This is an optimization exercise on Yosys and OpenROAD, whose aim is small area, not a production implementation. Function was checked by simulation only, so behaviour that the tests miss may differ from the original. Power figures rest on the tool's default switching activity, not on a simulated workload.

## constraint.sdc

```tcl
create_clock -name core_clock -period 5.0 [get_ports {clk}]
set_input_delay 1.0000 -clock core_clock [delete_from_list [all_inputs] [get_ports {clk}]]
set_output_delay 1.0000 -clock core_clock [all_outputs]
set_load 0.01 [all_outputs]
```

## config.mk

```make
export PLATFORM = sky130hd
export DESIGN_NAME = ad9637_datapath
export DESIGN_NICKNAME = ad9637_datapath
export VERILOG_FILES = /design/flow/design.v
export SDC_FILE = /design/flow/constraint.sdc
export NUM_CORES = 4
export LEC_CHECK = 0
export CAP_MARGIN = 20
export CORE_MARGIN = 2
export CORE_UTILIZATION = 40
export SLEW_MARGIN = 20
```

## design.v

```verilog
module utile_To_Pulse(
	input		clk,
	input		signal_in,
	output	reg	pulse_out
	);
	reg		temp_state;
	always	@(posedge clk)	begin
		temp_state	<= signal_in;
		pulse_out	<= signal_in & ~temp_state;
	end
endmodule
module Grar_Box_6b_2_12b(
	input				clk,
	input				rst,
	input				ce,			 
	input				rise,		 
	input		[5:0]	data_in,
	input				order,
	output	reg [11:0]	data_out
	);
	reg		[5:0]	w;
	reg				o1;
	always	@(posedge clk)	begin
		if (ce) begin
			w	<= data_in;
			o1	<= order;
		end
	end
	wire	[5:0]	hi = order ? data_in : (o1 ? data_out[11:6] : w);
	wire	[5:0]	lo = order ? (o1 ? w : data_out[5:0]) : data_in;
	always	@(posedge clk)	begin
		if (rst)
			data_out <= 12'd0;
		else if (rise)
			data_out <= {hi, lo};
	end
endmodule
module add_operation
(
	input				rst,
	input 				clk,
	input				ce,			 
	input				chg,		 
	input 		[10:0]	add_times,
	input				en,
	input		[11:0]	data_in,
	output	reg	[22:0]	res,
	output	reg			res_ok
	);
	reg		[10:0]	cnt_add;
	reg		[22:0]	temp_sum;
	reg				flag_add_times_changed;
	wire	clr  = ~en | flag_add_times_changed;
	wire	lt   = cnt_add < add_times;
	wire	keep = ~ce | (~clr & lt);
	wire	add  = ce & ~clr;
	wire	ld   = ce & ~clr & ~lt;
	always	@(posedge clk)	begin
		if (rst) begin
			cnt_add		<= 11'd0;
			temp_sum	<= 23'd0;
			flag_add_times_changed <= 1'b0;
			res_ok		<= 1'b0;
		end
		else begin
			temp_sum	<= (keep ? temp_sum : 23'd0) + (add ? {11'd0, data_in} : 23'd0);
			cnt_add		<= keep ? cnt_add + {10'd0, add} : 11'd0;
			if (ce)
				flag_add_times_changed <= en & chg;
			if (ce & clr)
				res_ok	<= 1'b0;
			else if (ld)
				res_ok	<= 1'b1;
		end
	end
	always	@(posedge clk)	begin
		if (ld)
			res <= temp_sum;
	end
endmodule
module Data_processing
	(
	input		wire			clk,
	input		wire			rst,
	input		wire	[367:0]	res_all,	 
	input		wire	[15:0]	res_ok,
	input		wire			en_trans,
	input		wire			S_AXIS_tready,
	output		wire	[3:0]	S_AXIS_tkeep,
	output		wire			S_AXIS_tlast,
	output		wire			S_AXIS_tvalid,
	output		wire	[31:0]	S_AXIS_tdata
	);
	localparam	IDLE = 2'b00, LAST = 2'b01, WAIT = 2'b10, BEAT = 2'b11;
	wire			en_pulse;
	reg		[1:0]	state;
	reg		[3:0]	cnt_ch;
	reg		[22:0]	beat_data;
	assign S_AXIS_tkeep  = 4'b1111;
	assign S_AXIS_tvalid = state[0];
	assign S_AXIS_tlast  = state[0];
	assign S_AXIS_tdata  = {cnt_ch & {4{state[0]}}, 5'd0, beat_data & {23{state[0]}}};
	utile_To_Pulse u_to_pulse_en(
		.clk		(clk),
		.signal_in	(en_trans),
		.pulse_out	(en_pulse)
	);
	wire	[22:0]	sel_res = res_all[cnt_ch*23 +: 23] & {23{res_ok[cnt_ch]}};
	always @(posedge clk) begin
		if (rst) begin
			state	<= IDLE;
			cnt_ch	<= 4'd0;
		end
		else if (!state[1]) begin
			cnt_ch	<= 4'd0;
			state	<= (en_pulse && S_AXIS_tready) ? WAIT : IDLE;
		end
		else if (S_AXIS_tready) begin
			if (state == WAIT)
				state	<= (cnt_ch == 4'd15) ? LAST : BEAT;
			else begin
				state	<= WAIT;
				cnt_ch	<= cnt_ch + 4'd1;
			end
		end
	end
	always @(posedge clk) begin
		if (state == WAIT && S_AXIS_tready)
			beat_data	<= sel_res;
	end
endmodule
module ad9637_datapath (
	input	wire			clk,
	input	wire			rst,			 
	input	wire			adc0_word_valid,	 
	input	wire	[47:0]	adc0_word,			 
	input	wire			adc1_word_valid,
	input	wire	[47:0]	adc1_word,
	input	wire	[15:0]	bit_order,
	input	wire	[15:0]	en_data_process,
	input	wire			en_trans,
	input	wire	[10:0]	add_times_cfg,
	input	wire			debug_choise,
	output	wire	[5:0]	led_data_show,
	input	wire			M_AXIS_tready,
	output	wire	[3:0]	M_AXIS_tkeep,
	output	wire			M_AXIS_tlast,
	output	wire			M_AXIS_tvalid,
	output	wire	[31:0]	M_AXIS_tdata,
	output	wire			M_AXIS_aresetn
);
	assign	led_data_show[5:0] = (debug_choise == 1'b1) ? adc1_word[5:0] : adc0_word[5:0];
	assign	M_AXIS_aresetn = ~rst;
	reg		[1:0]	phase;
	reg		[10:0]	add_times_copy0, add_times_copy1;
	wire	[1:0]	valid = {adc1_word_valid, adc0_word_valid};
	wire	[1:0]	first = valid & ~phase;
	wire	[1:0]	rise  = valid & phase & {2{~rst}};
	wire	[1:0]	chg;
	assign	chg[0] = add_times_cfg != add_times_copy0;
	assign	chg[1] = add_times_cfg != add_times_copy1;
	always @(posedge clk) begin
		if (rst)
			phase <= 2'b00;
		else
			phase <= phase ^ valid;
		if (rst | rise[0])
			add_times_copy0 <= add_times_cfg;
		if (rst | rise[1])
			add_times_copy1 <= add_times_cfg;
	end
	wire	[95:0]	word = {adc1_word, adc0_word};
	wire	[191:0]	sample;
	wire	[367:0]	res_all;
	wire	[15:0]	res_ok;
	genvar	g;
	generate
		for (g = 0; g < 16; g = g + 1) begin: gen_ch
			Grar_Box_6b_2_12b GB(
				.clk		(clk),
				.rst		(rst),
				.ce			(first[g/8]),
				.rise		(rise[g/8]),
				.data_in	(word[g*6 +: 6]),
				.order		(bit_order[g]),
				.data_out	(sample[g*12 +: 12])
			);
			add_operation ACC(
				.rst		(rst),
				.clk		(clk),
				.ce			(rise[g/8]),
				.chg		(chg[g/8]),
				.add_times	(add_times_cfg),
				.en			(en_data_process[g]),
				.data_in	(sample[g*12 +: 12]),
				.res		(res_all[g*23 +: 23]),
				.res_ok		(res_ok[g])
			);
		end
	endgenerate
	Data_processing	u_data_processing(
		.clk			(clk),
		.rst			(rst),
		.res_all		(res_all),
		.res_ok			(res_ok),
		.en_trans		(en_trans),
		.S_AXIS_tready	(M_AXIS_tready),
		.S_AXIS_tkeep	(M_AXIS_tkeep),
		.S_AXIS_tlast	(M_AXIS_tlast),
		.S_AXIS_tvalid	(M_AXIS_tvalid),
		.S_AXIS_tdata	(M_AXIS_tdata)
	);
endmodule
```

## run.sh

```bash
#!/bin/bash
# synth_recipe.tcl (not shown) runs the flow's synth.tcl, then flattens the netlist and writes it again
# the make line also repeats each setting of config.mk as NAME=value (left out here)
make -C /OpenROAD-flow-scripts/flow DESIGN_CONFIG=/design/flow/config.mk WORK_HOME=/design/flow/orfs CLKGATE_MAP_FILE= SYNTH_SCRIPT=/design/flow/synth_recipe.tcl finish
```

==> out/summary.txt, run 1 <==
Status: finished clean
Root Buffer: clkbuf_16
Clk Latency, worst-skew pair: 0.78 ns
Synth area leader: edfxtp_1
Primary FF master, synth: dfxtp_1
Die area: 160000 um^2
Hold path start: u_data_processing.u_to_pulse_en.temp_state
Post-Synth Adder-Cell Area: 8.30%
Final Hold Slack: 0.391 ns
Sink Count: 1303
Vias: 45300
Number of core rows: 145
P_sw: 5.21 mW
Post-synthesis sequential area ratio: 50.1%
Clk pwr share: 47.0%
CTS Buf Count: 146
Multiplexer area fraction after synthesis: 7.50%
Post-Syn Instances: 5778
Yosys top cell area share: 25.2%
First-pass GRT wire length: 259000 um
Final period utilization: 96.4%
EDFF count, synth: 525
Sequential share of power: 48.3%
Setup Crit Path Kind: primary input to register
Die width: 399 um
Clk slew on worst S/H paths: 0.06 ns
Slowest stage delay, CP: 0.55 ns
DRC: 0
Area contributors post-synth: edfxtp_1 25%, dfxtp_1 25%, ha_1 7.8%
Slew Viols, Final: 0
CP cell instances: clkdlybuf4s50_1 > inv_2 > buf_4 > ha_1 > a2111oi_2 > o21ai_1 > a2111oi_4 > a311oi_2 > buf_12 > nor2b_1 > ha_1 > inv_1 > fa_1 > nor2b_2 > o31a_1 > o21ba_2 > o31ai_2 > nor2_1 > buf_4 > nand4_1 > xor2_1 > nor3_1
Die Span Y: 399 um
CP startpoint: add_times_cfg[3]
GR Overflow Total: 0
Core ar.: 156000 um^2
Worst clock skew on the final layout: 0.0317 ns
GRT Overall Usage: 21.2%
Vias/cell: 5.23
Distinct cells, synth: 86
Nature of the critical path startpoint: primary input
Switch share: 22.4%
Final Hold Viols: 0
Pint: 18.1 mW
Register area: 31400 um^2
DR iter-0 viols: 3461
Port bufs: 181
Yosys Warn Count: 5
Setup violations, final: 0
Seq cells post-synth: 1303
Boundary Pins: 191
Vias in the first global route: 43500
Worst Hold Class: register to register
Pin count of the biggest net entering global routing: 161
Maxcap violations: 0
Number of nets still failing antenna checks after routing: 0
Max Freq: 207 MHz
Syn avg cell area: 10.8 um^2
Critical path endpoint category: register
Worst-margin pin slew: 1.05 ns
Data arrival time of the critical path: 5.51 ns
Post-DP HPWL: 130000 um
Initial antenna violation count: 13
VDD IR max: 0.331 mV
Filler cells: 14100
Final TNS setup: 0 ns
Pre-antenna DRT Iters: 5
Crit-path slowest cell: clkdlybuf4s50_1
Slew HR: 29.9%
WL final: 171000 um
Leak: 29.9 nW
Pwr dens: 306 nW/um^2
CTS tree: built
GP Congestion: 0.901
Fin util: 48.8%
R2r startpoint: gen_ch[7].ACC.cnt_add[4]
WP data required: 5.69 ns
Ys async rst share: 0%
Multi-input combinational cell area: 30100 um^2
Combinational share of power: 4.7%
H-Tree Depth: 4
Mapped cell area: 62500 um^2
Synth Area in Compound Gates: 9.29%
Post-Synth XOR/XNOR Area: 5.69%
NumNets Final: 7018
WL/cell: 19.7 um
Post-Synth Simple-Gate Area: 16.8%
Largest family of logic cells by synthesized area: simple AND/OR/NAND/NOR gates
Clock buffer depth: 3
P&R area growth vs syn: 21.5%
Min Tclk post-route: 4.82 ns
Initial core utilization: 40.2%
Critical path peak fanout: 7
Fraction of layout cells with a size suffix above 1: 15.9%
per-stage QoR:
stage               power, mW  cells  worst slack, ns  instance area [um^2]
floorplan                12.0   5785            0.150                 62600
global placement         12.5   8373           -0.809                 70700
detailed placement       12.5   8373           -0.823                 70700
CTS                      23.5   8647           0.0129                 75600
global route             24.0   8653          -0.0556                 75900
finish                   23.3   8658            0.180                 75900
layout by cell type, fill, tap and decap left out, types with 71 or more instances in the layout:
cell type          n
and3_1           113
and2_1           309
o21ai_0          148
nor2_1           816
buf_4            562
clkdlybuf4s50_1  174
o21a_1            71
xor2_1           282
a211oi_1         246
nand3_1          157
mux4_2           119
a21oi_1          174
nor3_1            89
dfxtp_1          774
clkbuf_16        152
ha_1             387
edfxtp_1         525
mux2i_1          193
xnor2_1          124
nor2b_1          179
nand2_1          196
inv_1            113
cells in the mapped netlist (16+ instances only):
cell type	number
mux4_2	119
a21oi_1	180
a211oi_1	252
edfxtp_1	525
nand2b_1	67
nor2_1	822
nor3_1	98
and3_1	114
nor2b_1	182
nand3_1	157
o21ai_0	159
xor2_1	282
a21o_1	53
clkbuf_1	189
inv_1	121
fa_1	16
nand4_1	46
mux2i_1	193
ha_1	389
nand2_1	198
xnor2_1	124
or3_1	60
dfxtp_1	778
and2_1	310
buf_2	18
o21a_1	71
final timing paths:
check,endpoint,slack [ns],cells after the start
worst max register to register,gen_ch[7].ACC.temp_sum[14],0.68,21
worst min-delay path,u_data_processing.u_to_pulse_en.pulse_out,0.39,1
worst max-delay path,gen_ch[6].ACC.temp_sum[22],0.18,22
worst min register to register,u_data_processing.u_to_pulse_en.pulse_out,0.39,1
cells by family after synthesis:
logic type | Yosys count
AOI/OAI and AO/OA | 865
xor gates and xnor gates | 406
adders and majority gates | 405
buffers and inverters | 354
DFF | 1303
muxes | 319
other | 2
and+or+nand+nor | 2124
metal layers:
metal / share of wire, % / track usage (%)
met1: 48 / 31.2
met2: 44 / 32.5
met3: 5.6 / 2.97
met5: 0.0088 / 0
met4: 2.2 / 5.50
power by group through the flow:
| stage | clock network [mW] | logic [mW] | registers, mW |
|---|---|---|---|
| floorplan | 0 | 0.570 | 11.4 |
| global placement | 0 | 1.06 | 11.5 |
| detailed placement | 0 | 1.07 | 11.5 |
| CTS | 11.2 | 1.08 | 11.2 |
| global route | 11.6 | 1.18 | 11.3 |
| finish | 10.9 | 1.08 | 11.2 |
final cells by class:
type | instances | share of cell area [%]
sequential | 1303 | 41.3
multi-input combinational | 4128 | 39.7
timing repair buffer | 766 | 8.57
clock buffer | 206 | 5.47
tap | 2058 | 3.39
clock inverter | 68 | 0.974
inverter | 122 | 0.613
antenna | 7 | 0.0231
registers in the layout (all words and copies together) (netlist names), 16 cells and up:
register / flops
gen_ch.ACC.flag_add_times_changed: 16
gen_ch.GB.o1: 16
gen_ch.ACC.res: 368
gen_ch.ACC.temp_sum: 368
gen_ch.ACC.res_ok: 16
gen_ch.GB.w: 96
gen_ch.ACC.cnt_add: 176
gen_ch.GB.data_out: 192
u_data_processing.beat_data: 23
timing repair:
item / CTS / global route
gates resized for setup: 1 / 72
pin swaps: 0 / 14
hold buffers: 0 / 0
buffers inserted: 0 / 4
endpoints found under the setup margin: 1 / 153
critical path: cells and delay by family:
family	cells	cell delay [ns]
XOR/XNOR	1	0.16
buffers and inverters	6	1.22
AND/OR/NAND/NOR	5	0.61
AO/OA/AOI/OAI	7	1.71
adder cells (fa/ha/maj)	3	0.76
==> inputs of run 2 (changes only) <==
--- a/design.v
+++ b/design.v
@@ -40,31 +40,40 @@
 	input				rst,
 	input 				clk,
 	input				ce,			 
+	input				pc,			 
 	input				chg,		 
 	input 		[10:0]	add_times,
+	input				at_nz,		 
 	input				en,
 	input		[11:0]	data_in,
-	output	reg	[22:0]	res,
+	output	wire [22:0]	res,
 	output	reg			res_ok
 	);
 	reg		[10:0]	cnt_add;
-	reg		[22:0]	temp_sum;
+	reg		[11:0]	sum_lo;
+	reg		[10:0]	sum_hi;
+	reg				carry;
+	reg		[22:0]	res_q;
 	reg				flag_add_times_changed;
+	assign	res = res_q;
 	wire	clr  = ~en | flag_add_times_changed;
 	wire	lt   = cnt_add < add_times;
-	wire	keep = ~ce | (~clr & lt);
-	wire	add  = ce & ~clr;
-	wire	ld   = ce & ~clr & ~lt;
+	wire	run  = ~clr & ~pc;
+	wire	keep = ~ce | (run & lt);
+	wire	add  = ce & run;
+	wire	ld   = ce & run & ~lt;
+	wire	inc  = ce & ~clr & (pc ? at_nz : lt);
+	always	@(posedge clk)	begin
+		{carry, sum_lo}	<= {1'b0, keep ? sum_lo : 12'd0} + {1'b0, add ? data_in : 12'd0};
+		sum_hi		<= keep ? sum_hi + {10'd0, carry} : 11'd0;
+		cnt_add		<= (keep ? cnt_add : 11'd0) + {10'd0, inc};
+	end
 	always	@(posedge clk)	begin
 		if (rst) begin
-			cnt_add		<= 11'd0;
-			temp_sum	<= 23'd0;
 			flag_add_times_changed <= 1'b0;
 			res_ok		<= 1'b0;
 		end
 		else begin
-			temp_sum	<= (keep ? temp_sum : 23'd0) + (add ? {11'd0, data_in} : 23'd0);
-			cnt_add		<= keep ? cnt_add + {10'd0, add} : 11'd0;
 			if (ce)
 				flag_add_times_changed <= en & chg;
 			if (ce & clr)
@@ -75,7 +84,7 @@
 	end
 	always	@(posedge clk)	begin
 		if (ld)
-			res <= temp_sum;
+			res_q <= {sum_hi, sum_lo};
 	end
 endmodule
 module Data_processing
@@ -152,6 +161,7 @@
 	assign	led_data_show[5:0] = (debug_choise == 1'b1) ? adc1_word[5:0] : adc0_word[5:0];
 	assign	M_AXIS_aresetn = ~rst;
 	reg		[1:0]	phase;
+	reg		[1:0]	pc;
 	reg		[10:0]	add_times_copy0, add_times_copy1;
 	wire	[1:0]	valid = {adc1_word_valid, adc0_word_valid};
 	wire	[1:0]	first = valid & ~phase;
@@ -160,10 +170,14 @@
 	assign	chg[0] = add_times_cfg != add_times_copy0;
 	assign	chg[1] = add_times_cfg != add_times_copy1;
 	always @(posedge clk) begin
-		if (rst)
+		if (rst) begin
 			phase <= 2'b00;
-		else
+			pc <= 2'b11;
+		end
+		else begin
 			phase <= phase ^ valid;
+			pc <= pc & ~rise;
+		end
 		if (rst | rise[0])
 			add_times_copy0 <= add_times_cfg;
 		if (rst | rise[1])
@@ -189,7 +203,9 @@
 				.rst		(rst),
 				.clk		(clk),
 				.ce			(rise[g/8]),
+				.pc			(pc[g/8]),
 				.chg		(chg[g/8]),
+				.at_nz		(|add_times_cfg),
 				.add_times	(add_times_cfg),
 				.en			(en_data_process[g]),
 				.data_in	(sample[g*12 +: 12]),
==> flow/run.sh (new file) <==
#!/bin/bash
# Standard ORFS layout (the standard.sh, standard synthesis unchanged) with the
# port buffers made from buf_2 instead of the default buffer cell.
set -euo pipefail
bash standard.sh "BUFFER_PORTS_ARGS=-buffer_cell sky130_fd_sc_hd__buf_2" finish > make_finish.log 2>&1
==> standard.sh (new file) <==
#!/bin/bash
# synth_recipe.tcl (not shown) runs the flow's synth.tcl, then flattens the netlist and writes it again
# the make line also repeats each setting of config.mk as NAME=value (left out here)
make -C /OpenROAD-flow-scripts/flow DESIGN_CONFIG=/design/flow/config.mk WORK_HOME=/design/flow/orfs CLKGATE_MAP_FILE= SYNTH_SCRIPT=/design/flow/synth_recipe.tcl "${@:-finish}"
--- a/config.mk
+++ b/config.mk
@@ -8,4 +8,8 @@
 export CAP_MARGIN = 20
 export CORE_MARGIN = 2
 export CORE_UTILIZATION = 40
+export CTS_CLUSTER_DIAMETER = 60
+export CTS_CLUSTER_SIZE = 30
+export GPL_TIMING_DRIVEN = 0
+export SETUP_SLACK_MARGIN = 0.2
 export SLEW_MARGIN = 20
removed: run.sh
==> out/summary.txt, run 2 <==
Status: finished clean (unchanged)
Clk Latency, worst-skew pair: 0.75 ns (was 0.78 ns)
Fraction of layout cells with a size suffix above 1: 12.8% (was 15.9%)
Worst Hold Class: primary input to register (was register to register)
Post-Syn Instances: 5518 (was 5778)
Commonest non-fill, non-tap cells in the layout: 796 x dfxtp_1, 647 x nor2_1, 525 x edfxtp_1 (was 816 x nor2_1, 774 x dfxtp_1, 562 x buf_4)
Clock buffer depth: 3 (unchanged)
Critical path endpoint category: register (unchanged)
NumNets Final: 6481 (was 7018)
Max Freq: 214 MHz (was 207 MHz)
Primary FF master, synth: dfxtp_1 (unchanged)
Maxcap violations: 0 (unchanged)
Initial antenna violation count: 17 (was 13)
Nature of the critical path startpoint: primary input (unchanged)
Commonest cells in the netlist: 796 x dfxtp_1, 654 x nor2_1, 525 x edfxtp_1, 421 x ha_1, 300 x nor2b_1 (was 822 x nor2_1, 778 x dfxtp_1, 525 x edfxtp_1, 389 x ha_1, 310 x and2_1)
Worst clock skew on the final layout: 0.0325 ns (was 0.0317 ns)
Critical path peak fanout: 10 (was 7)
Boundary Pins: 191 (unchanged)
Mapped cell area: 62000 um^2 (was 62500 um^2)
GR Overflow Total: 0 (unchanged)
Yosys Warn Count: 5 (unchanged)
Clk slew on worst S/H paths: 0.09 ns (was 0.06 ns)
Final Hold Viols: 0 (unchanged)
Die Span Y: 398 um (was 399 um)
Synth area leader: dfxtp_1 (was edfxtp_1)
Synth Area in Compound Gates: 9.18% (was 9.29%)
H-Tree Depth: 3 (was 4)
Number of nets still failing antenna checks after routing: 0 (unchanged)
Worst-margin pin slew: 1.20 ns (was 1.05 ns)
Vias/cell: 5.26 (was 5.23)
GP Congestion: 0.881 (was 0.901)
Die area: 158000 um^2 (was 160000 um^2)
EDFF count, synth: 525 (unchanged)
P&R area growth vs syn: 14.3% (was 21.5%)
Pre-antenna DRT Iters: 5 (unchanged)
Data arrival time of the critical path: 5.35 ns (was 5.51 ns)
Final Hold Slack: 0.364 ns (was 0.391 ns)
Slew HR: 19.8% (was 29.9%)
DP Area: 66000 um^2 (was 70700 um^2)
Final period utilization: 93.4% (was 96.4%)
Multiplexer area fraction after synthesis: 7.56% (was 7.50%)
Pin count of the biggest net entering global routing: 52 (was 161)
GRT Overall Usage: 20.7% (was 21.2%)
Vias in the first global route: 40700 (was 43500)
CTS tree: built (unchanged)
Leak: 28.6 nW (was 29.9 nW)
Vias: 42300 (was 45300)
Top-count cell post-synth: dfxtp_1 (was nor2_1)
VDD IR max: 0.332 mV (was 0.331 mV)
Seq cells post-synth: 1321 (was 1303)
Biggest register: gen_ch.ACC.res_q
Die width: 398 um (was 399 um)
Yosys top cell area share: 25.7% (was 25.2%)
Post-DP HPWL: 126000 um (was 130000 um)
Setup Crit Path Kind: primary input to register (unchanged)
Final TNS setup: 0 ns (unchanged)
Largest family of logic cells by synthesized area: simple AND/OR/NAND/NOR gates (unchanged)
Slew Viols, Final: 0 (unchanged)
RSZ-0062 raised after global routing: true
First-pass GRT wire length: 249000 um (was 259000 um)
Final instance area: 70900 um^2 (was 75900 um^2)
Number of core rows: 144 (was 145)
Area contributors post-synth: dfxtp_1 26%, edfxtp_1 25%, ha_1 8.5% (was edfxtp_1 25%, dfxtp_1 25%, ha_1 7.8%)
Max FFs per register: 368
WP data required: 5.68 ns (was 5.69 ns)
Post-Synth Adder-Cell Area: 9.01% (was 8.30%)
DR iter-0 viols: 3313 (was 3461)
CTS Buf Count: 114 (was 146)
Initial core utilization: 40.3% (was 40.2%)
WL final: 165000 um (was 171000 um)
Syn avg cell area: 11.2 um^2 (was 10.8 um^2)
Pwr dens: 323 nW/um^2 (was 306 nW/um^2)
Post-Synth Simple-Gate Area: 14.5% (was 16.8%)
Ys async rst share: 0% (unchanged)
Setup violations, final: 0 (unchanged)
Root Buffer: clkbuf_16 (unchanged)
DRC: 0 (unchanged)
Port bufs: 179 (was 181)
Distinct cells, synth: 57 (was 86)
Post-Synth XOR/XNOR Area: 6.34% (was 5.69%)
Core ar.: 154000 um^2 (was 156000 um^2)
Total power: 22.9 mW (was 23.3 mW)
Post-synthesis sequential area ratio: 51.1% (was 50.1%)
Min Tclk post-route: 4.67 ns (was 4.82 ns)
Most common library cell in the layout ignoring fill and taps: dfxtp_1 (was nor2_1)
WL/cell: 20.4 um (was 19.7 um)
Sink Count: 1321 (was 1303)
-- run 2: cell types whose count changed in the layout (fill, tap and decap cells not counted), moves of 88 or more --
| cell | change |
|---|---|
| buf_2 | +218 |
| clkdlybuf4s50_1 | -174 |
| nor2_1 | -169 |
| clkbuf_1 | +94 |
| and2_1 | -88 |
| nor2b_1 | +121 |
| buf_4 | -480 |
-- run 2: layer usage --
metal | track usage (%) | vias to the layer above | share of wire, %
met4 | 6.88 | 8 | 3.1
met5 | 0 | - | 0.033
met1 | 30.3 | 20600 | 48
met2 | 30.5 | 967 | 42
li1 | - | 20600 | -
met3 | 3.81 | 203 | 6.5
-- run 2: critical path, cell delays in order --
cell and delay [ns]:
buf_2 0.19, clkinvlp_4 0.15, buf_12 0.16, ha_1 0.31, a21o_1 0.21, a221oi_2 0.30, o21ai_2 0.14, a2111oi_4 0.38
buf_4 0.21, nor2_1 0.12, buf_2 0.29, nor2b_1 0.18, ha_1 0.29, and3_1 0.23, a2111oi_4 0.46, o21ai_1 0.18
a21o_1 0.21, a21oi_1 0.18, xnor2_1 0.13
-- run 2: path summary, 6_finish.rpt --
path                           start  slack [ns]                                         end  cells after the start
max                 add_times_cfg[4]        0.33                    gen_ch[7].ACC.sum_lo[11]                     19
min                         en_trans        0.36  u_data_processing.u_to_pulse_en.temp_state                      1
max reg2reg                 phase[1]        0.51                        gen_ch[13].ACC.carry                     17
min reg2reg  gen_ch[3].ACC.sum_lo[9]        0.42                      gen_ch[3].ACC.res_q[9]                      0
-- run 2: cell type report --
class / instances / area, um^2
tap: 2044 / 2560
clock buffer: 124 / 2920
timing repair buffer: 257 / 1640
antenna: 7 / 17.5
clock inverter: 94 / 1200
inverter: 137 / 547
sequential: 1321 / 31700
multi-input combinational: 3857 / 29300
buffer: 210 / 988
fill: 14200 / 83200
-- run 2: kinds of logic after synthesis --
| logic type | count (synthesis) |
|---|---|
| mux | 319 |
| simple gates | 1797 |
| buf+inv | 347 |
| compound gates | 846 |
| flops | 1321 |
| fa+ha+maj | 437 |
| other cells | 2 |
| xor+xnor | 449 |
-- run 2: timing repair --
item / 4_1_cts / 5_1_grt
buffers inserted: 36 / 6
gates cloned: 0 / 0
pin swaps: 6 / 7
hold buffers: 0 / 0
resized for setup: 38 / 80
setup endpoints to repair: 102 / 58
-- run 2: where the power goes --
group          internal (mW)  switching, mW  leakage (nW)
Sequential              11.6          0.296          11.0
Clock                   4.81           4.85          2.00
Combinational          0.563          0.796          15.6
-- run 2: through the flow --
step                utilization (%)  std cells  setup slack, ns
finish                         46.0       8051            0.329
global route                   46.0       8047            0.106
CTS                            45.9       8038            0.108
global placement               42.5       7748            -2.00
floorplan                         -       5525            0.349
detailed placement             42.8       7784            -1.66
==> inputs of run 3 (changes only) <==
--- a/config.mk
+++ b/config.mk
@@ -8,8 +8,8 @@
 export CAP_MARGIN = 20
 export CORE_MARGIN = 2
 export CORE_UTILIZATION = 40
-export CTS_CLUSTER_DIAMETER = 60
-export CTS_CLUSTER_SIZE = 30
+export CTS_CLUSTER_DIAMETER = 80
+export CTS_CLUSTER_SIZE = 20
 export GPL_TIMING_DRIVEN = 0
 export SETUP_SLACK_MARGIN = 0.2
 export SLEW_MARGIN = 20
==> out/summary.txt, run 3 <==
Primary FF master, synth: dfxtp_1 (unchanged)
Post-Layout Cell Count: 7999 (was 8051)
Die area: 158000 um^2 (unchanged)
GRT Overall Usage: 20.6% (was 20.7%)
Worst Hold Class: primary input to register (unchanged)
NumNets Final: 6456 (was 6481)
Top-count cell post-synth: dfxtp_1 (unchanged)
Number of core rows: 144 (unchanged)
Final TNS setup: 0 ns (unchanged)
Core ar.: 154000 um^2 (unchanged)
Setup WS pre-CTS: -1.66 ns (unchanged)
Clock buffer depth: 3 (unchanged)
Final Hold Viols: 0 (unchanged)
Clk slew on worst S/H paths: 0.08 ns (was 0.09 ns)
Worst clock skew on the final layout: 0.0456 ns (was 0.0325 ns)
Leak: 28.1 nW (was 28.6 nW)
Clk pwr share: 37.0% (was 42.2%)
Fraction of layout cells with a size suffix above 1: 11.7% (was 12.8%)
P_sw: 5.10 mW (was 5.94 mW)
Number of nets still failing antenna checks after routing: 0 (unchanged)
Sequential share of power: 56.5% (was 51.9%)
DRC: 0 (unchanged)
Final Hold Slack: 0.390 ns (was 0.364 ns)
Pin count of the biggest net entering global routing: 52 (unchanged)
Post-Syn Instances: 5518 (unchanged)
Slew Viols, Final: 0 (unchanged)
Hold path start: en_trans (unchanged)
Yosys Warn Count: 5 (unchanged)
Boundary Pins: 191 (unchanged)
Post-Synth Simple-Gate Area: 14.5% (unchanged)
R2r startpoint: phase[0] (was phase[1])
Die width: 398 um (unchanged)
Sink Count: 1321 (unchanged)
Fin util: 45.3% (was 46.0%)
Nature of the critical path startpoint: primary input (unchanged)
Max FFs per register: 368 (unchanged)
Slew HR: 22.1% (was 19.8%)
Seq cells post-synth: 1321 (unchanged)
CP startpoint: rst (was add_times_cfg[4])
First-pass GRT wire length: 247000 um (was 249000 um)
Vias: 42200 (was 42300)
Vias/cell: 5.27 (was 5.26)
Area contributors post-synth: dfxtp_1 26%, edfxtp_1 25%, ha_1 8.5% (unchanged)
EDFF count, synth: 525 (unchanged)
Maxcap violations: 0 (unchanged)
Post-DP HPWL: 126000 um (unchanged)
Min Tclk post-route: 4.66 ns (was 4.67 ns)
Setup Crit Path Kind: primary input to register (unchanged)
Initial core utilization: 40.3% (unchanged)
Post-route worst setup slack: 0.338 ns (was 0.329 ns)
Total power: 21.0 mW (was 22.9 mW)
Post-Synth XOR/XNOR Area: 6.34% (unchanged)
Hold buffers post-CTS: 0 (unchanged)
Setup violations, final: 0 (unchanged)
Final instance area: 69700 um^2 (was 70900 um^2)
Initial antenna violation count: 19 (was 17)
Pint: 15.9 mW (was 17.0 mW)
VDD IR max: 0.308 mV (was 0.332 mV)
Distinct cells, synth: 57 (unchanged)
Combinational share of power: 6.5% (was 5.9%)
Critical path peak fanout: 10 (unchanged)
P&R area growth vs syn: 12.4% (was 14.3%)
Mapped cell area: 62000 um^2 (unchanged)
Syn avg cell area: 11.2 um^2 (unchanged)
Post-Synth Adder-Cell Area: 9.01% (unchanged)
Pwr dens: 301 nW/um^2 (was 323 nW/um^2)
Data arrival time of the critical path: 5.34 ns (was 5.35 ns)
Register area: 31700 um^2 (unchanged)
Filler cells: 14300 (was 14200)
CTS tree: built (unchanged)
WL final: 164000 um (was 165000 um)
H-Tree Depth: 3 (unchanged)
Placed insts: 7784 (unchanged)
CTS Buf Count: 88 (was 114)
Most common library cell in the layout ignoring fill and taps: dfxtp_1 (unchanged)
Commonest cells in the netlist: 796 x dfxtp_1, 654 x nor2_1, 525 x edfxtp_1, 421 x ha_1, 300 x nor2b_1 (unchanged)
Largest family of logic cells by synthesized area: simple AND/OR/NAND/NOR gates (unchanged)
Switch share: 24.3% (was 25.9%)
Status: finished clean (unchanged)
Port bufs: 179 (unchanged)
WP data required: 5.67 ns (was 5.68 ns)
DR iter-0 viols: 3196 (was 3313)
WL/cell: 20.5 um (was 20.4 um)
Critical path endpoint category: register (unchanged)
Root Buffer: clkbuf_16 (unchanged)
Post-synthesis sequential area ratio: 51.1% (unchanged)
Vias in the first global route: 40200 (was 40700)
Worst-margin pin slew: 1.17 ns (was 1.20 ns)
GP Congestion: 0.881 (unchanged)
RSZ-0062 raised after global routing: true (unchanged)
Max Freq: 215 MHz (was 214 MHz)
Ys async rst share: 0% (unchanged)
Die Span Y: 398 um (unchanged)
Biggest register: gen_ch.ACC.res_q (unchanged)
Synth Area in Compound Gates: 9.18% (unchanged)
Multi-input combinational cell area: 29400 um^2 (was 29300 um^2)
Yosys top cell area share: 25.7% (unchanged)
Commonest non-fill, non-tap cells in the layout: 796 x dfxtp_1, 646 x nor2_1, 525 x edfxtp_1 (was 796 x dfxtp_1, 647 x nor2_1, 525 x edfxtp_1)
Multiplexer area fraction after synthesis: 7.56% (unchanged)
Synth area leader: dfxtp_1 (unchanged)
DP Area: 66000 um^2 (unchanged)
GR Overflow Total: 0 (unchanged)
Final period utilization: 93.2% (was 93.4%)
Clk Latency, worst-skew pair: 0.74 ns (was 0.75 ns)
Pre-antenna DRT Iters: 5 (unchanged)
==> run 3: cell counts after synthesis <==
No cell type changed its count.
==> run 3: layout make-up <==
type | count | share of cell area [%]
multi-input cells | 3857 | 42.1
clock inverters | 34 | 0.596
diodes | 6 | 0.0215
well taps | 2044 | 3.67
flip-flops and latches | 1321 | 45.5
plain buffers | 210 | 1.43
repair buffers | 258 | 2.34
clock buffers | 132 | 3.60
inverters | 137 | 0.780
==> run 3: final timing paths <==
path	to	slack, ns	cells past startpoint
max	gen_ch[7].ACC.sum_lo[11]	0.34	13
min	u_data_processing.u_to_pulse_en.temp_state	0.39	1
max reg2reg	gen_ch[4].ACC.carry	0.56	16
min reg2reg	u_data_processing.u_to_pulse_en.pulse_out	0.41	1
==> run 3: routing by layer <==
layer | GRT usage (%) | share of wire, %
met5 | 0 | 0.034
met4 | 6.45 | 3.0
met3 | 3.34 | 6.7
met2 | 30.6 | 43
met1 | 30.5 | 48
==> run 3: kinds of logic after synthesis <==
kind of cell / after synthesis
compound gates: 846
simple gates: 1797
other cells: 2
mux: 319
buf+inv: 347
fa+ha+maj: 437
flops: 1321
xor+xnor: 449
==> run 3: timing repair <==
action / CTS / global route
pin swaps: 6 / 8
setup buffers: 36 / 7
setup endpoints to repair: 109 / 58
endpoints found under the hold margin: 0 / 0
gates resized for setup: 40 / 95
==> run 3: critical path: stages <==
cell and delay (ns):
buf_2 0.38, clkinv_1 0.50, nand2_2 0.47, clkdlybuf4s15_1 0.77, o21ai_0 0.48, inv_1 0.14, ha_1 0.23, a21o_1 0.21
a2111oi_4 0.39, o21ai_1 0.17, a21o_1 0.21, a21oi_1 0.19, xnor2_1 0.13
==> run 3: power by group through the flow <==
stage	clock network, mW	registers, mW	logic, mW
final	7.78	11.9	1.36
after detailed placement	0	12.1	1.31
after global placement	0	12.1	1.25
after floorplan	0	12.0	0.864
after CTS	7.98	11.9	1.36
after global routing	8.37	11.9	1.52
==> inputs of run 4 (changes only) <==
--- a/design.v
+++ b/design.v
@@ -164,7 +164,7 @@
 	reg		[1:0]	pc;
 	reg		[10:0]	add_times_copy0, add_times_copy1;
 	wire	[1:0]	valid = {adc1_word_valid, adc0_word_valid};
-	wire	[1:0]	first = valid & ~phase;
+	wire	[1:0]	first = ~phase;
 	wire	[1:0]	rise  = valid & phase & {2{~rst}};
 	wire	[1:0]	chg;
 	assign	chg[0] = add_times_cfg != add_times_copy0;
==> flow/run.sh (replaced) <==
#!/bin/bash
# Standard ORFS layout (the standard.sh, standard synthesis unchanged) with the
# port buffers made from buf_2 instead of the default buffer cell, and power
# recovery (downsizing of gates off the critical paths) after global routing.
set -euo pipefail
bash standard.sh "BUFFER_PORTS_ARGS=-buffer_cell sky130_fd_sc_hd__buf_2" RECOVER_POWER=100 finish > make_finish.log 2>&1
==> out/summary.txt, run 4 <==
Status: finished with violations (was finished clean)
Violated checks: max-capacitance violations, max-slew violations
Worst hold path depth: 1 (unchanged)
Crit-path slowest cell: clkbuf_1 (was clkdlybuf4s15_1)
GP Congestion: 0.886 (was 0.881)
Primary FF master, synth: dfxtp_1 (unchanged)
Post-Syn Instances: 5518 (unchanged)
Die area: 158000 um^2 (about the same)
Distinct cells, synth: 57 (unchanged)
Core ar.: 154000 um^2 (unchanged)
Min Tclk post-route: 4.84 ns (was 4.66 ns)
Number of nets still failing antenna checks after routing: 0 (unchanged)
Data arrival time of the critical path: 3.84 ns (was 5.34 ns)
Nature of the critical path startpoint: register (was primary input)
Pin count of the biggest net entering global routing: 50 (was 52)
Die width: 398 um (about the same)
Final Hold Viols: 0 (unchanged)
Initial antenna violation count: 25 (was 19)
WHS Endpoint: u_data_processing.u_to_pulse_en.temp_state (unchanged)
Fin util: 44.7% (was 45.3%)
Commonest cells in the netlist: 796 x dfxtp_1, 653 x nor2_1, 525 x edfxtp_1, 419 x ha_1, 286 x nor2b_1 (was 796 x dfxtp_1, 654 x nor2_1, 525 x edfxtp_1, 421 x ha_1, 300 x nor2b_1)
Setup slack, reg-to-reg: 0.54 ns (was 0.56 ns)
Final period utilization: 96.8% (was 93.2%)
Post-synthesis sequential area ratio: 51.1% (about the same)
Yosys top cell area share: 25.7% (about the same)
Fraction of layout cells with a size suffix above 1: 7.93% (was 11.7%)
Root Buffer: clkbuf_16 (unchanged)
Worst R2R End: u_data_processing.beat_data[4] (was gen_ch[4].ACC.carry)
VDD IR max: 0.272 mV (was 0.308 mV)
P&R area growth vs syn: 11.1% (was 12.4%)
Sink Count: 1321 (unchanged)
Critical path peak fanout: 10 (unchanged)
R2r startpoint: u_data_processing.cnt_ch[1] (was phase[0])
Setup Crit Path Kind: register to output port (was primary input to register)
Ys async rst share: 0% (unchanged)
Crit-path most repeated cell: clkbuf_1 (was a21o_1)
EDFF count, synth: 525 (unchanged)
Syn avg cell area: 11.2 um^2 (about the same)
Initial core utilization: 40.2% (was 40.3%)
Hold path start: en_trans (unchanged)
Synth area leader: dfxtp_1 (unchanged)
Most common library cell in the layout ignoring fill and taps: dfxtp_1 (unchanged)
First-pass GRT wire length: 249000 um (was 247000 um)
Max Freq: 207 MHz (was 215 MHz)
Boundary Pins: 191 (unchanged)
WP data required: 4.00 ns (was 5.67 ns)
RSZ-0062 raised after global routing: true (unchanged)
Worst-margin pin slew: 3.08 ns (was 1.17 ns)
Biggest register: gen_ch.ACC.res_q (unchanged)
GRT Overall Usage: 20.7% (was 20.6%)
Slowest stage delay, CP: 0.88 ns (was 0.77 ns)
Worst Hold Class: primary input to register (unchanged)
DP Area: 65800 um^2 (was 66000 um^2)
NumNets Final: 6444 (was 6456)
Worst clock skew on the final layout: 0.0413 ns (was 0.0456 ns)
Vias in the first global route: 40600 (was 40200)
Area contributors post-synth: dfxtp_1 26%, edfxtp_1 25%, ha_1 8.5% (unchanged)
Yosys Warn Count: 5 (unchanged)
Seq cells post-synth: 1321 (unchanged)
Pre-antenna DRT Iters: 5 (unchanged)
GR Overflow Total: 0 (unchanged)
Clock buffer depth: 3 (unchanged)
DR iter-0 viols: 3279 (was 3196)
Slew HR: -105% (was 22.1%)
Clk Latency, worst-skew pair: 0.74 ns (about the same)
Die Span Y: 398 um (about the same)
Final Hold Slack: 0.387 ns (was 0.390 ns)
Commonest non-fill, non-tap cells in the layout: 796 x dfxtp_1, 642 x nor2_1, 525 x edfxtp_1 (was 796 x dfxtp_1, 646 x nor2_1, 525 x edfxtp_1)
Setup violations, final: 0 (unchanged)
H-Tree Depth: 3 (unchanged)
R2r worst-path depth: 6 (was 16)
Post-DP HPWL: 127000 um (was 126000 um)
CTS Buf Count: 88 (unchanged)
WL/cell: 20.7 um (was 20.5 um)
Maxcap violations: 4 (was 0)
Clk slew on worst S/H paths: 0.08 ns (about the same)
Slew Viols, Final: 114 (was 0)
Pwr dens: 303 nW/um^2 (was 301 nW/um^2)
Leak: 27.4 nW (was 28.1 nW)
Hold buffers post-CTS: 0 (unchanged)
Max FFs per register: 368 (unchanged)
DRC: 0 (unchanged)
Final instance area: 68900 um^2 (was 69700 um^2)
Vias/cell: 5.27 (about the same)
Number of core rows: 144 (unchanged)
WL final: 166000 um (was 164000 um)
Mapped cell area: 62000 um^2 (about the same)
Port bufs: 179 (unchanged)
Critical path endpoint category: output port (was register)
CTS tree: built (unchanged)
Top-count cell post-synth: dfxtp_1 (unchanged)
Vias: 42100 (was 42200)
CP cell instances: clkbuf_1 > clkbuf_1 > clkbuf_1 > and2_0 > buf_2 (was buf_2 > clkinv_1 > nand2_2 > clkdlybuf4s15_1 > o21ai_0 > inv_1 > ha_1 > a21o_1 > a2111oi_4 > o21ai_1 > a21o_1 > a21oi_1 > xnor2_1)
-- run 4: stage by stage --
| stage | TNS [ns] | cells | total power, mW | worst slack [ns] |
|---|---|---|---|---|
| 5_1_grt | 0 | 7987 | 21.7 | 0.0359 |
| 2_1_floorplan | 0 | 5525 | 12.9 | 0.388 |
| 3_3_place_gp | -578.14 | 7748 | 13.4 | -2.02 |
| 4_1_cts | 0 | 7976 | 21.1 | 0.132 |
| 3_5_place_dp | -190.91 | 7780 | 13.5 | -2.10 |
| 6_report | 0 | 7994 | 20.9 | 0.161 |
-- run 4: worst max-delay path by stage --
stage,startpoint,endpoint,slack (ns),cells after the start
6_report,u_data_processing.cnt_ch[1],M_AXIS_tdata[29],0.16,5
3_3_place_gp,add_times_cfg[6],gen_ch[6].ACC.carry,-2.02,19
4_1_cts,add_times_cfg[6],gen_ch[6].ACC.carry,0.13,18
3_5_place_dp,add_times_cfg[4],gen_ch[6].ACC.carry,-2.10,19
2_1_floorplan,add_times_cfg[4],gen_ch[7].ACC.sum_lo[11],0.39,16
5_1_grt,add_times_cfg[5],gen_ch[6].ACC.carry,0.04,20
-- run 4: final cells by class --
class / count / area (um^2)
clock buffers: 126 / 2400
plain buffers: 208 / 940
clock inverters: 40 / 450
well taps: 2044 / 2560
flip-flops and latches: 1321 / 31700
diodes: 11 / 27.5
multi-input cells: 3854 / 29100
repair buffers: 248 / 1110
fillers: 14400 / 85200
inverters: 142 / 566
-- run 4: what timing repair did --
action,CTS,global route
setup buffers,30,7
pin swaps,7,8
setup endpoints to repair,152,53
hold endpoints to repair,0,0
gates resized for setup,46,79
-- run 4: kinds of logic (layout without fill, tap and decap cells) --
family	Yosys count	in the layout	share of synthesized area (%)
XOR/XNOR	441	441	6.23
multiplexers	319	319	7.57
other	2	20	0.0121
AO/OA/AOI/OAI	857	857	9.28
flip-flops	1321	1321	51.1
AND/OR/NAND/NOR	1793	1793	14.4
adder cells (fa/ha/maj)	435	435	8.97
buffers and inverters	350	764	2.38
-- run 4: layer usage --
metal / global-route usage, % / wire, um
met5: 0 / 84
met4: 6.45 / 4190
met3: 3.26 / 11500
met2: 31.3 / 71900
met1: 30.4 / 78000
-- run 4: critical path, delay by kind of cell, from the launching register on --
family	cells	cell delay [ns]
simple gates	1	0.30
flops	1	0.36
buf+inv	4	2.44
-- run 4: report_power, final --
group          switching (mW)  internal [mW]  leakage, nW
combinational           0.799          0.531         14.8
clock                    4.05           3.59         1.39
sequential              0.312           11.6         11.2
total                    5.16           15.7         27.4
==> inputs of run 5 (changes only) <==
==> flow/run.sh (replaced) <==
#!/bin/bash
# Layout flow: the standard synthesis, then the combinational logic re-mapped
# for area by Yosys/ABC (flip-flops untouched), then the standard ORFS layout
# with the port buffers made from buf_2. Each tool's output goes to a log here.
set -euo pipefail
W=$PWD
R=$W/orfs/results/sky130hd/ad9637_datapath/base
BP="BUFFER_PORTS_ARGS=-buffer_cell sky130_fd_sc_hd__buf_2"
LIB=$FLOW_HOME/platforms/sky130hd/lib/sky130_fd_sc_hd__tt_025C_1v80.lib
bash standard.sh "$BP" synth > make_synth.log 2>&1
cp "$R/1_2_yosys.v" "$W/std_1_2_yosys.v"
sed -e "s#@LIB@#$LIB#g" -e "s#@IN@#$W/std_1_2_yosys.v#" -e "s#@OUT@#$W/remap_1_2_yosys.v#" \
    -e "s#@ABC@#$W/flow/area.abc#" flow/remap.ys > remap_run.ys
yosys -s remap_run.ys > yosys_remap.log 2>&1
cp "$W/remap_1_2_yosys.v" "$R/1_2_yosys.v"
rm -f "$R/1_synth.odb" "$R/1_synth.sdc"
bash standard.sh "$BP" finish > make_finish.log 2>&1
==> flow/area.abc (new file) <==
strash
dch -f
amap
topo
==> flow/remap.ys (new file) <==
# Re-map the combinational logic of the standard synthesis for area. The
# flip-flops (and tie cells) stay as the standard synthesis made them, with
# the same instance names and cell types.
read_liberty -ignore_miss_func @LIB@
read_verilog @IN@
hierarchy -top ad9637_datapath
setattr -mod -set keep_hierarchy 1 sky130_fd_sc_hd__df* sky130_fd_sc_hd__edf* sky130_fd_sc_hd__conb_1
flatten
blackbox sky130_fd_sc_hd__*
opt_clean -purge
abc -liberty @LIB@ -script @ABC@ -dont_use *lpflow* -dont_use *probe*
opt_clean -purge
read_liberty -lib -ignore_redef @LIB@
hilomap -singleton -hicell sky130_fd_sc_hd__conb_1 HI -locell sky130_fd_sc_hd__conb_1 LO
splitnets
opt_clean -purge
check -assert
stat -liberty @LIB@
write_verilog -noattr -nohex -nodec @OUT@
--- a/config.mk
+++ b/config.mk
@@ -11,5 +11,5 @@
 export CTS_CLUSTER_DIAMETER = 80
 export CTS_CLUSTER_SIZE = 20
 export GPL_TIMING_DRIVEN = 0
-export SETUP_SLACK_MARGIN = 0.2
+export SETUP_SLACK_MARGIN = 0.0
 export SLEW_MARGIN = 20
==> out/summary.txt, run 5 <==
Status: finished clean (was finished with violations)
Port bufs: 181 (was 179)
Critical path peak fanout: 19 (was 10)
Setup violations, final: 0 (unchanged)
Vias/cell: 5.59 (was 5.27)
Commonest non-fill, non-tap cells in the layout: 1021 x nor2_1, 791 x dfxtp_1, 525 x edfxtp_1 (was 796 x dfxtp_1, 642 x nor2_1, 525 x edfxtp_1)
WL final: 159000 um (was 166000 um)
Syn avg cell area: 9.41 um^2 (was 11.2 um^2)
Slowest stage delay, CP: 0.76 ns (was 0.88 ns)
Clk Latency, worst-skew pair: 0.71 ns (was 0.74 ns)
Final TNS setup: 0 ns (unchanged)
Pwr dens: 318 nW/um^2 (was 303 nW/um^2)
Final Hold Viols: 0 (unchanged)
Filler cells: 12900 (was 14400)
Sink Count: 1321 (unchanged)
Max Freq: 207 MHz (about the same)
Number of nets still failing antenna checks after routing: 0 (unchanged)
Final period utilization: 96.6% (was 96.8%)
Setup slack, reg-to-reg: 0.17 ns (was 0.54 ns)
GRT Overall Usage: 21.8% (was 20.7%)
DRC: 0 (unchanged)
Crit-path most repeated cell: a21oi_1 (was clkbuf_1)
Vias in the first global route: 40900 (was 40600)
Post-DP HPWL: 109000 um (was 127000 um)
Data arrival time of the critical path: 5.44 ns (was 3.84 ns)
Worst clock skew on the final layout: 0.0302 ns (was 0.0413 ns)
Core ar.: 137000 um^2 (was 154000 um^2)
Nature of the critical path startpoint: register (unchanged)
CTS tree: built (unchanged)
WL/cell: 19.6 um (was 20.7 um)
H-Tree Depth: 3 (unchanged)
Initial antenna violation count: 9 (was 25)
NumNets Final: 6383 (was 6444)
Die area: 141000 um^2 (was 158000 um^2)
Boundary Pins: 191 (unchanged)
Most common library cell in the layout ignoring fill and taps: nor2_1 (was dfxtp_1)
First-pass GRT wire length: 240000 um (was 249000 um)
DR iter-0 viols: 3801 (was 3279)
Vias: 45300 (was 42100)
Die width: 375 um (was 398 um)
Final instance area: 63400 um^2 (was 68900 um^2)
GR Overflow Total: 0 (unchanged)
Min Tclk post-route: 4.83 ns (was 4.84 ns)
Crit-path slowest cell: dfxtp_1 (was clkbuf_1)
Clk slew on worst S/H paths: 0.09 ns (was 0.08 ns)
Number of core rows: 136 (was 144)
Max FFs per register: 368 (unchanged)
Leak: 21.7 nW (was 27.4 nW)
Total power: 20.2 mW (was 20.9 mW)
Root Buffer: clkbuf_16 (unchanged)
Fraction of layout cells with a size suffix above 1: 8.77% (was 7.93%)
Register area: 31700 um^2 (about the same)
Maxcap violations: 0 (was 4)
WP data required: 5.61 ns (was 4.00 ns)
Slew HR: 14.5% (was -105%)
Biggest register: gen_ch.ACC.res_q (unchanged)
VDD IR max: 0.327 mV (was 0.272 mV)
DP Area: 59800 um^2 (was 65800 um^2)
Setup Crit Path Kind: register to register (was register to output port)
P&R area growth vs syn: 15.2% (was 11.1%)
Pre-antenna DRT Iters: 7 (was 5)
Post-Syn Instances: 5856 (was 5518)
CTS Buf Count: 81 (was 88)
Initial core utilization: 40.2% (about the same)
Critical path endpoint category: register (was output port)
Clock buffer depth: 3 (unchanged)
WP buf/inv: 3 (was 4)
Hold buffers post-CTS: 0 (unchanged)
Top cell family by delay on the critical path: compound AO/OA/AOI/OAI gates (was buffers and inverters)
Slew Viols, Final: 0 (was 114)
Die Span Y: 375 um (was 398 um)
CP cell instances: clkinv_2 > buf_12 > a31oi_4 > buf_6 > nor2b_1 > a31oi_2 > o21a_1 > a21oi_1 > a21oi_1 > nor2_2 > o32ai_2 > nor2_1 > a31o_1 > a21oi_1 > nor3_2 > nor2_1 > a21oi_2 > and2_0 > a221o_1 (was clkbuf_1 > clkbuf_1 > clkbuf_1 > and2_0 > buf_2)
GP Congestion: 0.863 (was 0.886)
Pin count of the biggest net entering global routing: 120 (was 50)
Multi-input combinational cell area: 22300 um^2 (was 29100 um^2)
Worst Hold Class: register to register (was primary input to register)
Yosys Warn Count: 5 (unchanged)
Worst-margin pin slew: 1.27 ns (was 3.08 ns)
Mapped cell area: 55100 um^2 (was 62000 um^2)
## run 5: cell types whose count changed in the layout (fill, tap and decap cells not counted), sizes merged, moves of 193 or more
cell / change
clkinv: +514
ha: -419
nor2: +391
o22ai: +365
clkbuf: -326
nand2: +285
o21ai: +226
xor2: -221
xnor2: -212
mux2i: -193
## run 5: power by group
part / total, mW / internal (mW) / switching, mW
Combinational: 1.33 / 0.472 / 0.861
Clock: 7.08 / 3.25 / 3.83
Sequential: 11.8 / 11.6 / 0.233
Total: 20.2 / 15.3 / 4.92
## run 5: path summary, 6_finish.rpt
path,to,from,cells past startpoint
min reg2reg,gen_ch[14].ACC.res_q[8],gen_ch[14].ACC.sum_lo[8],0
min,gen_ch[14].ACC.res_q[8],gen_ch[14].ACC.sum_lo[8],0
max reg2reg,gen_ch[5].ACC.carry,pc[0],19
max,gen_ch[5].ACC.carry,pc[0],19
## run 5: layout make-up
cell class	count	share of cell area, %
clock buffers	132	3.63
repair inverters	5	0.0592
well taps	1794	3.54
clock inverters	18	0.323
multi-input cells	4011	35.1
inverters	537	3.66
repair buffers	280	3.66
flip-flops and latches	1321	50.0
diodes	2	0.00789
## run 5: timing repair
item	CTS	global route
hold endpoints to repair	0	0
gates resized for setup	57	105
setup endpoints to repair	247	76
cloned	7	4
setup buffers	39	18
pin swaps	20	23
## run 5: layer usage
layer | wire length [um] | share of wire, % | vias up | GRT usage (%)
li1 | - | - | 22400 | -
met3 | 10200 | 6.4 | 223 | 3.52
met2 | 68900 | 43 | 1200 | 33.3
met4 | 4900 | 3.1 | 10 | 6.68
met1 | 74800 | 47 | 21400 | 31.7
met5 | 68 | 0.043 | - | 0
## run 5: worst reg2reg max path, delay by kind of cell, from the launching register on
| kind | cells | cell delay [ns] |
|---|---|---|
| AOI/OAI and AO/OA | 10 | 2.03 |
| buffers and inverters | 3 | 1.25 |
| DFF | 1 | 0.76 |
| and+or+nand+nor | 6 | 0.70 |
## run 5: through the flow
stage               hold slack (ns)  util (%)  setup slack, ns  std cells
floorplan                     0.367         -          -0.0333       5863
global route                  0.403      46.3          -0.0433       8098
CTS                           0.388      45.9          0.00744       8076
global placement              0.403      42.8            -5.56       7838
finish                        0.416      46.3            0.168       8100
detailed placement            0.405      43.6            -2.54       7880
==> inputs of run 6 (changes only) <==
==> flow/area.abc (replaced) <==
strash
&get -n
&fraig -x
&put
dch -f
map -a
strash
dch -f
map -a
topo
--- a/config.mk
+++ b/config.mk
@@ -11,5 +11,5 @@
 export CTS_CLUSTER_DIAMETER = 80
 export CTS_CLUSTER_SIZE = 20
 export GPL_TIMING_DRIVEN = 0
-export SETUP_SLACK_MARGIN = 0.0
+export SETUP_SLACK_MARGIN = 0.2
 export SLEW_MARGIN = 20
==> out/summary.txt, run 6 <==
Slew Viols, Final: 0 (unchanged)
Status: finished clean (unchanged)
Core ar.: 139000 um^2 (was 137000 um^2)
Biggest register: gen_ch.ACC.res_q (unchanged)
P&R area growth vs syn: 15.2% (about the same)
Root Buffer: clkbuf_16 (unchanged)
GP Congestion: 0.849 (was 0.863)
Initial antenna violation count: 7 (was 9)
Boundary Pins: 191 (unchanged)
NumNets Final: 6883 (was 6383)
Most common library cell in the layout ignoring fill and taps: clkinv_1 (was nor2_1)
Clk Latency, worst-skew pair: 0.72 ns (was 0.71 ns)
Pwr dens: 311 nW/um^2 (was 318 nW/um^2)
DR iter-0 viols: 4171 (was 3801)
Setup Crit Path Kind: register to register (unchanged)
Maxcap violations: 0 (unchanged)
Worst Hold Class: register to register (unchanged)
Leak: 22.4 nW (was 21.7 nW)
CTS tree: built (unchanged)
WL/cell: 18.9 um (was 19.6 um)
Worst R2R End: u_data_processing.beat_data[18] (was gen_ch[5].ACC.carry)
CP cell instances: clkinv_1 > nor2_4 > buf_12 > buf_16 > buf_16 > a22oi_1 > a21oi_1 > nor3_1 > nor2_1 > clkinv_1 > a21oi_1 (was clkinv_2 > buf_12 > a31oi_4 > buf_6 > nor2b_1 > a31oi_2 > o21a_1 > a21oi_1 > a21oi_1 > nor2_2 > o32ai_2 > nor2_1 > a31o_1 > a21oi_1 > nor3_2 > nor2_1 > a21oi_2 > and2_0 > a221o_1)
Syn avg cell area: 8.81 um^2 (was 9.41 um^2)
Slowest stage delay, CP: 0.96 ns (was 0.76 ns)
Final TNS setup: 0 ns (unchanged)
Max Freq: 215 MHz (was 207 MHz)
Worst-margin pin slew: 1.01 ns (was 1.27 ns)
Die width: 378 um (was 375 um)
Post-Syn Instances: 6346 (was 5856)
CTS Buf Count: 80 (was 81)
Min Tclk post-route: 4.66 ns (was 4.83 ns)
Max FFs per register: 368 (unchanged)
Port bufs: 181 (unchanged)
Fraction of layout cells with a size suffix above 1: 9.19% (was 8.77%)
Post-Layout Cell Count: 8681 (was 8100)
Pin count of the biggest net entering global routing: 46 (was 120)
Vias in the first global route: 41700 (was 40900)
Final period utilization: 93.1% (was 96.6%)
Data arrival time of the critical path: 5.06 ns (was 5.44 ns)
GRT Overall Usage: 22.1% (was 21.8%)
Placed insts: 8447 (was 7880)
Mapped cell area: 55900 um^2 (was 55100 um^2)
CP startpoint: u_data_processing.cnt_ch[0] (was pc[0])
Clk slew on worst S/H paths: 0.08 ns (was 0.09 ns)
Worst clock skew on the final layout: 0.0359 ns (was 0.0302 ns)
Nature of the critical path startpoint: register (unchanged)
Clock buffer depth: 3 (unchanged)
Commonest non-fill, non-tap cells in the layout: 979 x clkinv_1, 854 x nor2_1, 824 x nand2_1 (was 1021 x nor2_1, 791 x dfxtp_1, 525 x edfxtp_1)
R2r worst-path depth: 11 (was 19)
VDD IR max: 0.251 mV (was 0.327 mV)
Top Layer Used: met5 (unchanged)
Critical path peak fanout: 25 (was 19)
Setup violations, final: 0 (unchanged)
Met1 WL: 74700 um (was 74800 um)
WL met3: 11800 um (was 10200 um)
DR WL met2: 71600 um (was 68900 um)
Number of core rows: 137 (was 136)
R2r startpoint: u_data_processing.cnt_ch[0] (was pc[0])
Pre-antenna DRT Iters: 5 (was 7)
Initial core utilization: 40.2% (about the same)
Post-DP HPWL: 112000 um (was 109000 um)
Filler cells: 13400 (was 12900)
Sink Count: 1321 (unchanged)
Crit-path slowest cell: a21oi_1 (was dfxtp_1)
WP data required: 5.40 ns (was 5.61 ns)
Die area: 143000 um^2 (was 141000 um^2)
Worst Setup EP: u_data_processing.beat_data[18] (was gen_ch[5].ACC.carry)
H-Tree Depth: 3 (unchanged)
Critical path endpoint category: register (unchanged)
Number of nets still failing antenna checks after routing: 0 (unchanged)
RSZ-0062 raised after global routing: true
Final Hold Slack: 0.389 ns (was 0.416 ns)
Final Hold Viols: 0 (unchanged)
Slew HR: 32.3% (was 14.5%)
DRC: 0 (unchanged)
Setup slack, reg-to-reg: 0.34 ns (was 0.17 ns)
Multi-input combinational cell area: 21300 um^2 (was 22300 um^2)
WL final: 164000 um (was 159000 um)
First-pass GRT wire length: 242000 um (was 240000 um)
Register area: 31700 um^2 (about the same)
Yosys Warn Count: 5 (unchanged)
Die Span Y: 378 um (was 375 um)
GR Overflow Total: 0 (unchanged)
Vias/cell: 5.28 (was 5.59)
Vias: 45800 (was 45300)
run 6: cell types whose count changed in the layout (fill, tap and decap cells not counted), moves of 143 or more:
cell,before,now
nor2b_1,143,0
nand3_1,31,198
o22ai_1,360,121
nor3_1,257,97
o211ai_1,12,201
o21ai_0,354,559
o32ai_1,184,1
nor2_1,1021,854
clkinv_1,500,979
nand2_1,434,824
and3_1,197,0
run 6: layout make-up:
cell class / count / share of cell area [%]
inverter: 1027 / 6.49
antenna: 5 / 0.0194
tap: 1876 / 3.64
clock buffer: 130 / 3.53
timing repair buffer: 281 / 3.69
multi-input combinational: 4015 / 33.0
timing repair inverter: 11 / 0.157
sequential: 1321 / 49.2
clock inverter: 15 / 0.225
run 6: what timing repair did:
item,4_1_cts,5_1_grt
endpoints found under the setup margin,584,80
hold buffers,0,0
gates resized for setup,112,100
buffers inserted,18,44
cloned,10,11
pin swaps,12,31
run 6: worst max-delay path, delay by kind of cell, from the launching register on:
kind / cells / cell delay (ns)
AOI/OAI and AO/OA: 3 / 1.25
buffers and inverters: 5 / 1.76
DFF: 1 / 0.57
and+or+nand+nor: 3 / 0.74
run 6: how the worst min path moves through the flow:
stage | endpoint | startpoint | slack (ns) | cells after the start
detailed placement | u_data_processing.u_to_pulse_en.pulse_out | u_data_processing.u_to_pulse_en.temp_state | 0.37 | 1
floorplan | u_data_processing.u_to_pulse_en.pulse_out | u_data_processing.u_to_pulse_en.temp_state | 0.37 | 1
finish | u_data_processing.u_to_pulse_en.pulse_out | u_data_processing.u_to_pulse_en.temp_state | 0.39 | 1
CTS | u_data_processing.u_to_pulse_en.temp_state | en_trans | 0.36 | 1
global placement | u_data_processing.u_to_pulse_en.pulse_out | u_data_processing.u_to_pulse_en.temp_state | 0.37 | 1
global route | u_data_processing.u_to_pulse_en.temp_state | en_trans | 0.39 | 1
run 6: metal layers:
layer / vias to the layer above / global-route usage [%]
li1: 22600 / -
met1: 21600 / 31.4
met2: 1394 / 34.2
met3: 231 / 3.01
met4: 2 / 8.16
met5: - / 0
run 6: through the flow:
stage	total power, mW	util (%)	cell area (um^2)	worst slack (ns)
final	20.0	46.3	64400	0.343
after detailed placement	13.2	43.4	60400	-2.67
after floorplan	12.7	-	56200	-0.110
after CTS	20.1	45.6	63500	0.184
after global placement	13.1	42.7	59400	-4.67
after global routing	20.8	46.3	64400	0.0931
run 6: power by group:
part | leakage (nW) | total, mW | internal [mW] | switching (mW)
Sequential | 11.7 | 11.8 | 11.5 | 0.231
Clock | 1.17 | 6.96 | 3.19 | 3.77
Combinational | 9.51 | 1.33 | 0.434 | 0.893

-- separate check: timing with driven ports --
The flow's constraints put no driver on any port. The routed layouts listed below were extracted and timed again, unchanged, in two steps.
Step 1, drivers: a clkbuf_16 drives clk and a buf_2 each remaining input, both assumed.
Step 2, shift: input delay + t, output delay - t, t = (earliest + latest rising clock arrival at the registers) / 2. This alone moves slack from input paths to output paths.
a / b / c = no drivers / after step 1 / after step 2; a / b = the first two.
run | t (ns) | slack for setup (ns) | worst hold slack (ns) | worst setup path after step 2
run 1 | 0.851 | 0.180 / 0.241 / -0.610 | 0.391 / 0.391 / 0.391 | input to register
run 2 | 0.817 | 0.329 / 0.380 / -0.436 | 0.364 / 0.317 / 0.416 | input to register
run 3 | 0.796 | 0.338 / 0.392 / -0.404 | 0.390 / 0.341 / 0.406 | input to register
run 4 | 0.799 | 0.161 / 0.085 / -0.534 | 0.387 / 0.336 / 0.399 | input to register
run 5 | 0.776 | 0.168 / 0.168 / -0.558 | 0.416 / 0.382 / 0.416 | input to register
run 6 | 0.778 | 0.343 / 0.343 / -0.326 | 0.389 / 0.344 / 0.389 | input to register
For run 1, which loses most, drivers alone change the setup slack by +0.061 ns; drivers and shift together by -0.790 ns.
